This is an optimization exercise on Yosys and OpenROAD, whose aim is small area and a short achievable clock period, not a production implementation.
RTL that was checked went through simulation tests only; none was proved equivalent to the original.
Power figures rest on the tool's default switching activity, not on a simulated workload.

east:
==> module SPI_SLAVE, before the edit <==
module SPI_SLAVE(
    input            clk,
    input            rst_n,
    input            MOSI,
    input            SS_n,
    input      [7:0] tx_data,
    input            tx_valid,
    output     [9:0] rx_data,
    output reg       rx_valid,
    output reg       MISO
);
localparam IDLE      = 3'b000;
localparam CHK_CMD   = 3'b001;
localparam WRITE     = 3'b011;
localparam READ_ADD  = 3'b010;
localparam READ_DATA = 3'b110;
reg [2:0]  cs, ns;
reg [3:0]  counter;       
reg        read_add_flg;
reg        loaded;        
reg [10:0] sr;
assign rx_data = sr[10:1];
always @(posedge clk)
    sr <= {sr[9:0], MOSI};
always @(*) begin
    case (cs)
        IDLE:      ns = SS_n ? IDLE : CHK_CMD;
        CHK_CMD:   ns = SS_n ? IDLE : (!MOSI ? WRITE : (read_add_flg ? READ_DATA : READ_ADD));
        WRITE:     ns = SS_n ? IDLE : WRITE;
        READ_ADD:  ns = SS_n ? IDLE : READ_ADD;
        READ_DATA: ns = SS_n ? IDLE : READ_DATA;
        default:   ns = IDLE;
    endcase
end
always @(posedge clk or negedge rst_n) begin
    if (!rst_n)
        cs <= IDLE;
    else
        cs <= ns;
end
wire collect = (cs == WRITE) || (cs == READ_ADD) || (cs == READ_DATA && !tx_valid);
wire shift   = (cs == READ_DATA) && tx_valid;
always @(posedge clk or negedge rst_n) begin
    if (!rst_n) begin
        rx_valid     <= 1'b0;
        MISO         <= 1'b0;
        counter      <= 4'hf;
        read_add_flg <= 1'b0;
        loaded       <= 1'b0;
    end else begin
        rx_valid <= 1'b0;
        if (cs == IDLE) begin
            MISO    <= 1'b0;
            counter <= 4'hf;
            loaded  <= 1'b0;
        end
        if (collect) begin
            counter <= counter + 4'd1;
            if (counter == 4'd9) begin
                rx_valid <= 1'b1;
                counter  <= 4'hf;
                if (cs == READ_ADD)  read_add_flg <= 1'b1;
                if (cs == READ_DATA) read_add_flg <= 1'b0;
            end
        end
        if (shift) begin
            if (counter == 4'hf) begin
                loaded  <= 1'b1;
                counter <= 4'd7;
            end else begin
                MISO    <= loaded & tx_data[~counter[2:0]];
                counter <= counter - 4'd1;
            end
        end
    end
end
endmodule
Settings: LEC_CHECK=0, CAP_MARGIN=40, CORE_MARGIN=2, CORE_UTILIZATION=80, SETUP_SLACK_MARGIN=4, SLEW_MARGIN=40; clock period 6.5 ns.
standard.sh (not shown) runs the stock make flow with config.mk's settings and CLKGATE_MAP_FILE= SYNTH_SCRIPT=/design/flow/synth_recipe.tcl, a recipe that flattens the netlist after the stock synthesis.
==> flow/flow/run.sh <==
#!/bin/bash
# Standard layout with custom clock-tree-synthesis arguments, and every combinational cell
# set to its smallest size after floorplan (timing repair upsizes what it needs).
set -euo pipefail
export CTS_ARGS="-sink_clustering_enable -repair_clock_nets -dont_use_dummy_load -sink_clustering_size 16 -sink_clustering_max_diameter 45 -buf_list sky130_fd_sc_hd__clkbuf_8 -root_buf sky130_fd_sc_hd__clkbuf_16"
export POST_FLOORPLAN_TCL=$PWD/flow/downsize.tcl
bash standard.sh > standard.log 2>&1
==> flow/flow/downsize.tcl <==
# Replace each combinational cell by the smallest cell of the same function family
# (same name without the drive-strength suffix); timing repair later upsizes where needed.
set n 0
foreach inst [get_cells *] {
  set lc [get_lib_cell -of_objects $inst]
  if {[regexp {^sky130_fd_sc_hd__(df|edf|sdf|dl|sdl|bufbuf|lpflow)} [get_name $lc]]} { continue }
  set name [get_name $lc]
  if {![regexp {^(sky130_fd_sc_hd__[a-z0-9]+)_([0-9]+)$} $name -> base drv]} { continue }
  if {[regexp {^sky130_fd_sc_hd__(clk|dly|conb|tap|fill|decap|diode)} $name]} { continue }
  set best ""; set best_area 1e9
  foreach cand [get_lib_cells ${base}_*] {
    set cn [get_name $cand]
    if {![regexp "^${base}_\[0-9\]+\$" $cn]} { continue }
    if {[lsearch -exact $::env(DONT_USE_CELLS) $cn] >= 0} { continue }
    set a [get_property $cand area]
    if {$a < $best_area} { set best_area $a; set best $cn }
  }
  if {$best ne "" && $best ne $name} {
    replace_cell $inst [lindex [get_lib_cells $best] 0]
    incr n
  }
}
puts "downsize: replaced $n cells"
Edits applied to the flow inputs when going from east to middle:
-- flow/design.v --
<<< east, line 41
wire collect = (cs == WRITE) || (cs == READ_ADD) || (cs == READ_DATA && !tx_valid);
wire shift   = (cs == READ_DATA) && tx_valid;
always @(posedge clk or negedge rst_n) begin
    if (!rst_n) begin
>>> middle, line 41
wire collect = (cs == WRITE) || (cs == READ_ADD) || (cs == READ_DATA && !tx_valid);
wire shift   = (cs == READ_DATA) && tx_valid;
wire miso_next = shift & loaded & tx_data[(counter == 4'hf) ? 3'd7 : ~counter[2:0]];
always @(posedge clk or negedge rst_n) begin
    if (!rst_n) begin
<<< east, line 50
    end else begin
        rx_valid <= 1'b0;
        if (cs == IDLE) begin
            MISO    <= 1'b0;
            counter <= 4'hf;
            loaded  <= 1'b0;
>>> middle, line 51
    end else begin
        rx_valid <= 1'b0;
        MISO <= miso_next;
        if (cs == IDLE) begin
            counter <= 4'hf;
            loaded  <= 1'b0;
<<< east, line 69
                counter <= 4'd7;
            end else begin
                MISO    <= loaded & tx_data[~counter[2:0]];
                counter <= counter - 4'd1;
            end
>>> middle, line 70
                counter <= 4'd7;
            end else begin
                counter <= counter - 4'd1;
            end
==> notes.md <==
In the flow results for east and middle, the total number of cells along the worst setup path is larger on middle. Power: middle vs east up 0.12 mW. When middle is set beside east, its final critical-path share of the clock period turns out to be 0.15 points smaller. middle — required time of the worst setup path 1.83 ns higher, east as reference. middle: layout filler cell count is 269 lower than what east reported. STATUS wire length of the first global-routing pass: middle loses against east. The run showing the smaller number of clock-tree buffers in the layout is east. Die span in x: middle < east. Taking east as the reference, in middle layout overhead on the synthesized area increased by 1.8 points relative to the old numbers, cell area held steady.

========
Setup of v6:
The RTL this note starts from:
==> flow/design.v <==
module SPI_SLAVE(
    input            clk,
    input            rst_n,
    input            MOSI,
    input            SS_n,
    input      [7:0] tx_data,
    input            tx_valid,
    output     [9:0] rx_data,
    output reg       rx_valid,
    output reg       MISO
);
localparam IDLE      = 3'b000;
localparam CHK_CMD   = 3'b001;
localparam WRITE     = 3'b011;
localparam READ_ADD  = 3'b010;
localparam READ_DATA = 3'b110;
reg [2:0]  cs, ns;
reg [3:0]  counter;       
reg        read_add_flg;
reg        loaded;        
reg [10:0] sr;
assign rx_data = sr[10:1];
always @(posedge clk)
    sr <= {sr[9:0], MOSI};
always @(*) begin
    case (cs)
        IDLE:      ns = SS_n ? IDLE : CHK_CMD;
        CHK_CMD:   ns = SS_n ? IDLE : (!MOSI ? WRITE : (read_add_flg ? READ_DATA : READ_ADD));
        WRITE:     ns = SS_n ? IDLE : WRITE;
        READ_ADD:  ns = SS_n ? IDLE : READ_ADD;
        READ_DATA: ns = SS_n ? IDLE : READ_DATA;
        default:   ns = IDLE;
    endcase
end
always @(posedge clk or negedge rst_n) begin
    if (!rst_n)
        cs <= IDLE;
    else
        cs <= ns;
end
wire collect = (cs == WRITE) || (cs == READ_ADD) || (cs == READ_DATA && !tx_valid);
wire shift   = (cs == READ_DATA) && tx_valid;
wire miso_next = shift & loaded & tx_data[(counter == 4'hf) ? 3'd7 : ~counter[2:0]];
always @(posedge clk or negedge rst_n) begin
    if (!rst_n) begin
        rx_valid     <= 1'b0;
        MISO         <= 1'b0;
        counter      <= 4'hf;
        read_add_flg <= 1'b0;
        loaded       <= 1'b0;
    end else begin
        rx_valid <= 1'b0;
        MISO <= miso_next;
        if (cs == IDLE) begin
            counter <= 4'hf;
            loaded  <= 1'b0;
        end
        if (collect) begin
            counter <= counter + 4'd1;
            if (counter == 4'd9) begin
                rx_valid <= 1'b1;
                counter  <= 4'hf;
                if (cs == READ_ADD)  read_add_flg <= 1'b1;
                if (cs == READ_DATA) read_add_flg <= 1'b0;
            end
        end
        if (shift) begin
            if (counter == 4'hf) begin
                loaded  <= 1'b1;
                counter <= 4'd7;
            end else begin
                counter <= counter - 4'd1;
            end
        end
    end
end
endmodule
module RAM (
    input            clk,
    input            rst_n,
    input      [9:0] din,
    input            rx_valid,
    output reg [7:0] dout,
    output reg       tx_valid
);
reg [2:0] phase;
reg [2:0] slot;
reg [3:0] sel_lo;
reg [7:0] sel_hi;
reg       addr_rst;
reg       dirty;
wire match = (phase == slot);
wire wr    = dirty & match;
wire ld    = rx_valid & ~din[8];
wire wev   = rx_valid & ~din[9] & din[8];
wire clr   = addr_rst & (~dirty | match);
wire [7:0] grp [0:7];
genvar g, h;
generate
    for (h = 0; h < 8; h = h + 1) begin : bank
        wire [7:0] tap [0:3];
        for (g = 0; g < 4; g = g + 1) begin : ring
            reg [63:0] r;
            wire we = wr & sel_hi[h] & sel_lo[g];
            always @(posedge clk)
                r <= {r[55:0], we ? dout : r[63:56]};
            assign tap[g] = r[63:56];
        end
        assign grp[h] = ({8{sel_lo[0]}} & tap[0]) | ({8{sel_lo[1]}} & tap[1])
                      | ({8{sel_lo[2]}} & tap[2]) | ({8{sel_lo[3]}} & tap[3]);
    end
endgenerate
wire [7:0] rd = ({8{sel_hi[0]}} & grp[0]) | ({8{sel_hi[1]}} & grp[1])
              | ({8{sel_hi[2]}} & grp[2]) | ({8{sel_hi[3]}} & grp[3])
              | ({8{sel_hi[4]}} & grp[4]) | ({8{sel_hi[5]}} & grp[5])
              | ({8{sel_hi[6]}} & grp[6]) | ({8{sel_hi[7]}} & grp[7]);
always @(posedge clk)
    phase <= phase + 3'd1;
always @(posedge clk) begin
    if (ld) begin
        slot   <= din[7:5];
        sel_hi <= 8'd1 << din[4:2];
        sel_lo <= 4'd1 << din[1:0];
    end else if (clr) begin
        slot   <= 3'd0;
        sel_hi <= 8'd1;
        sel_lo <= 4'd1;
    end
end
always @(posedge clk or negedge rst_n) begin
    if (!rst_n)
        addr_rst <= 1'b1;
    else if (ld | ~dirty | match)
        addr_rst <= 1'b0;
end
always @(posedge clk) begin
    if (wev)
        dirty <= 1'b1;
    else if (match)
        dirty <= 1'b0;
end
reg [7:0] mq;
reg       fq;
always @(posedge clk) begin
    mq <= rd;
    fq <= match & ~dirty & ~wev;
end
always @(posedge clk) begin
    if (wev)
        dout <= din[7:0];
    else if (fq)
        dout <= mq;
end
always @(posedge clk or negedge rst_n) begin
    if (!rst_n)
        tx_valid <= 1'b0;
    else if (rx_valid)
        tx_valid <= din[9] & din[8];
end
endmodule
module SPI_WRAPPER(
  input    MOSI,
  input    clk,
  input    rst_n,
  input    SS_n,
  output   MISO
);
wire        rx_valid, tx_valid;
wire [9:0]  rx_data;
wire [7:0]  tx_data;
SPI_SLAVE SPISLAVE (
    .clk(clk),
    .rst_n(rst_n),
    .MOSI(MOSI),
    .rx_data(rx_data),
    .tx_data(tx_data),
    .SS_n(SS_n),
    .rx_valid(rx_valid),
    .tx_valid(tx_valid),
    .MISO(MISO)
);
RAM ram_mem (
    .clk(clk),
    .rst_n(rst_n),
    .din(rx_data),
    .dout(tx_data),
    .rx_valid(rx_valid),
    .tx_valid(tx_valid)
);
endmodule
export LEC_CHECK = 0
export CAP_MARGIN = 40
export CORE_MARGIN = 2
export CORE_UTILIZATION = 80
export SETUP_SLACK_MARGIN = 4.06
export SLEW_MARGIN = 40
create_clock -name core_clock -period 6.5 [get_ports {clk}]
Scripts as last shown in full above: flow/flow/run.sh, flow/flow/downsize.tcl
What v7 does differently from v6 at the input level:
--- a/flow/design.v
+++ b/flow/design.v
@@ -84,5 +84,7 @@
     output reg       tx_valid
 );
-reg [2:0] phase;
+reg [3:0] ph;
+wire [2:0] phase = ph[2:0];
+wire       pol   = ph[3];
 reg [2:0] slot;
 reg [3:0] sel_lo;
@@ -95,4 +97,5 @@
 wire wev   = rx_valid & ~din[9] & din[8];
 wire clr   = addr_rst & (~dirty | match);
+wire [7:0] wdat = dout ^ {8{pol}};
 wire [7:0] grp [0:7];
 genvar g, h;
@@ -104,5 +107,5 @@
             wire we = wr & sel_hi[h] & sel_lo[g];
             always @(posedge clk)
-                r <= {r[55:0], we ? dout : r[63:56]};
+                r <= {r[55:0], ~(we ? wdat : r[63:56])};
             assign tap[g] = r[63:56];
         end
@@ -116,5 +119,5 @@
               | ({8{sel_hi[6]}} & grp[6]) | ({8{sel_hi[7]}} & grp[7]);
 always @(posedge clk)
-    phase <= phase + 3'd1;
+    ph <= ph + 4'd1;
 always @(posedge clk) begin
     if (ld) begin
@@ -143,5 +146,5 @@
 reg       fq;
 always @(posedge clk) begin
-    mq <= rd;
+    mq <= rd ^ {8{pol}};
     fq <= match & ~dirty & ~wev;
 end
Results
Comparing v6 and v7, clock skew is lower on v6. [compare] base=v6 new=v7: post-synthesis average cell area shows a reduction of about 1.6%; horizontal die dimension decreased by 2.3 um relative to the old numbers. Comparing v6 and v7, the higher combined global-route utilization of all metal layers was measured on v7. STATUS cell area: v7 wins against v6. v7 does worse than v6 on reg-to-reg setup timing slack. Between v6 and v7, the difference in share of power burned in registers is negligible. Fraction of the mapped netlist area in compound gates across v6 and v7: no real change. The die area in v7 sits 1.8% below the value recorded for v6. v7 vs. v6: effective utilization at floorplan went up by 0.16 points. Comparing total number of placement rows for v6 and v7, the smaller number came from v7.
No functional check of the RTL was part of v7.

[re-timing with driven ports]
The results above use ideal ports. As a check the final layouts listed here were re-extracted and re-timed, cells and wires unchanged.
Step 1, drivers: a clkbuf_16 drives clk and a buf_2 each remaining input, both assumed.
Step 2 moves the port delays by t, midway between the first and last clock arrival at a register: inputs arrive t later, outputs are due t later. That takes back most of the time a late clock gives input paths.
Three values: no drivers, after step 1, after step 2; two values: the first two.
run | t (ns) | setup WS [ns] | worst setup path after step 2
east | 0.721 | 4.018 / 3.956 / 4.067 | register to register
middle | 0.722 | 4.027 / 3.975 / 4.027 | register to register
v6 | 0.722 | 4.039 / 3.974 / 4.151 | register to register
v7 | 0.739 | 4.012 / 3.947 / 4.030 | input to register
After both steps every run listed still meets setup and hold.
